This design comes from an exercise in tuning for small area and a short achievable clock period on the open sky130 flow, not from production work. In this exercise RTL edits were held to simulation tests only and were not proved equivalent to the original. The flow treats the clock pin as an ideal source. Dropping or thinning the clock tree relies on that and would not hold on a real chip. Power is estimated from default activity; no workload was simulated.

## alpha
==> flow/design.v (excerpt) <==
module fifo_sync #(
    parameter DATA_WIDTH = 8,
    parameter DEPTH = 32,
    localparam ADDR_WIDTH = $clog2(DEPTH)
)(
    input  wire                  clk,
    input  wire                  reset,
    input  wire                  write_en,
    input  wire                  read_en,
    input  wire [DATA_WIDTH-1:0] data_in,
    output wire [DATA_WIDTH-1:0] data_out,
    output wire                  empty,
    output wire                  full
);
export LEC_CHECK = 0
export CAP_MARGIN = 20
export CORE_MARGIN = 2
export CORE_UTILIZATION = 60
export CTS_CLUSTER_DIAMETER = 100
export CTS_CLUSTER_SIZE = 30
export SETUP_SLACK_MARGIN = 3.15
export SLEW_MARGIN = 20
export SYNTH_HIERARCHICAL = 1
create_clock -name core_clock -period 5.0 [get_ports {clk}]
standard.sh (not shown) runs the stock make flow with config.mk's settings and CLKGATE_MAP_FILE= SYNTH_SCRIPT=/design/flow/synth_recipe.tcl, a recipe that flattens the netlist after the stock synthesis.
==> flow/flow/run.sh <==
#!/bin/bash
# Standard layout, with the smallest buffer on the ports and sizing free to
# change cell footprints; the clock
# tree is built without dummy loads, and its middle level (buffers that
# drive only other clock buffers) is folded into the root buffer's net after
# CTS (flow/collapse.tcl, run as the POST_CTS hook).
bash standard.sh CTS_ARGS="-sink_clustering_enable -repair_clock_nets -dont_use_dummy_load -sink_clustering_size 30 -sink_clustering_max_diameter 100" POST_CTS_TCL="$PWD/flow/collapse.tcl" MATCH_CELL_FOOTPRINT=0 BUFFER_PORTS_ARGS="-buffer_cell sky130_fd_sc_hd__buf_1" finish > standard.log 2>&1
==> flow/flow/collapse.tcl <==
# Collapse the clock tree's middle level: every clock buffer driven by the
# root buffer that itself drives only clock buffers is removed, and its
# loads are moved onto the root buffer's net.
proc clk_collapse_mid {} {
  set block [ord::get_db_block]
  set clkport [$block findBTerm clk]
  set cnet [$clkport getNet]
  set roots {}
  foreach it [$cnet getITerms] {
    if {[$it isInputSignal]} { lappend roots [$it getInst] }
  }
  set removed 0
  foreach root $roots {
    set rnet ""
    foreach it [$root getITerms] { if {[$it isOutputSignal]} { set rnet [$it getNet] } }
    if {$rnet eq ""} continue
    foreach it [$rnet getITerms] {
      if {![$it isInputSignal]} continue
      set mid [$it getInst]
      set mnet ""
      foreach jt [$mid getITerms] { if {[$jt isOutputSignal]} { set mnet [$jt getNet] } }
      if {$mnet eq ""} continue
      set loads {}
      set ok 1
      foreach lt [$mnet getITerms] {
        if {[$lt isInputSignal]} {
          lappend loads $lt
          if {![string match "*clkbuf*" [[[$lt getInst] getMaster] getName]]} { set ok 0 }
        }
      }
      if {!$ok || [llength $loads] == 0} continue
      foreach lt $loads { $lt disconnect; $lt connect $rnet }
      odb::dbInst_destroy $mid
      odb::dbNet_destroy $mnet
      incr removed
    }
  }
  puts "clk_collapse_mid: removed $removed middle clock buffers"
}

clk_collapse_mid
estimate_parasitics -placement
repair_timing_helper
detailed_placement
check_placement -verbose
In summary, alpha completed successfully, with a layout that passed the timing, DRC and antenna checks.
Input changes introduced in beta (baseline for comparison: alpha):
- changing CORE_UTILIZATION from 60 to 45
- changing SETUP_SLACK_MARGIN from 3.15 to 3.0
==> flow/flow/run.sh <==
#!/bin/bash
# Standard layout, with sizing free to change cell footprints; the clock
# tree is built without dummy loads, and its middle level (buffers that
# drive only other clock buffers) is folded into the root buffer's net after
# CTS (flow/collapse.tcl, run as the POST_CTS hook).
bash standard.sh CTS_ARGS="-sink_clustering_enable -repair_clock_nets -dont_use_dummy_load -sink_clustering_size 30 -sink_clustering_max_diameter 100" POST_CTS_TCL="$PWD/flow/collapse.tcl" MATCH_CELL_FOOTPRINT=0 finish > standard.log 2>&1
[summary]
| final critical-path required period | higher: alpha |
beta vs alpha — final cycle utilization of the critical path dropped 0.60 points.
Summary of beta over alpha: measured slew at the worst slew-check pin rose 0.23 ns; final-stage net count fell 8; area used by sequential logic in the layout about even.
Setup changes, beta to gamma
- CORE_UTILIZATION changed from 45 to 52
==> comparison <==
- Per the comparison of gamma with beta, cell internal power dissipation held steady; routed wire length shrank by 0.54%; via count held steady.
- Clock skew of beta is on par with gamma.
- Final weighted congestion in routability-driven placement in gamma vs beta: up about 0.47%
- Compared with beta, in gamma die outline area went down; cell area did not really move; setup slack went down; total power did not really move.
- As far as number of clock buffer instances in the layout goes, gamma and beta are indistinguishable; the numbers are identical.
- No run among gamma and beta stopped early or left any final violation; all are clean.

what the ideal ports hide:
The flow's constraints put no driver on any port. The routed layouts listed below were extracted and timed again, unchanged, in two steps. Step 1 (the two cells are an assumption about what drives the block):
set clk [get_ports {clk}]
set_driving_cell -lib_cell sky130_fd_sc_hd__clkbuf_16 $clk
set_driving_cell -lib_cell sky130_fd_sc_hd__buf_2 [delete_from_list [all_inputs] $clk]
Step 2 adds t to the input delays and takes it off the output delays; t is the mean of the earliest and latest rising clock arrival at the registers after step 1. Input paths then give back, and output paths get back, about the clock's delay inside the block. a / b / c = ideal / step 1 / step 2; a / b = the first two.
run | t, ns | setup slack, ns | hold WS [ns] | worst setup path at the end | pins driven straight from the clock port
alpha | 0.451 | 2.987 / 2.944 / 2.634 | 0.454 / 0.454 / 0.454 | input to register | 1
beta | 0.456 | 3.017 / 2.969 / 2.586 | 0.458 / 0.458 / 0.458 | input to register | 1
gamma | 0.454 | 3.007 / 2.963 / 2.597 | 0.448 / 0.448 / 0.448 | input to register | 1
After both steps every run listed still meets setup and hold. For beta, which loses most, drivers alone change the setup slack by -0.048 ns; drivers and shift together by -0.431 ns.
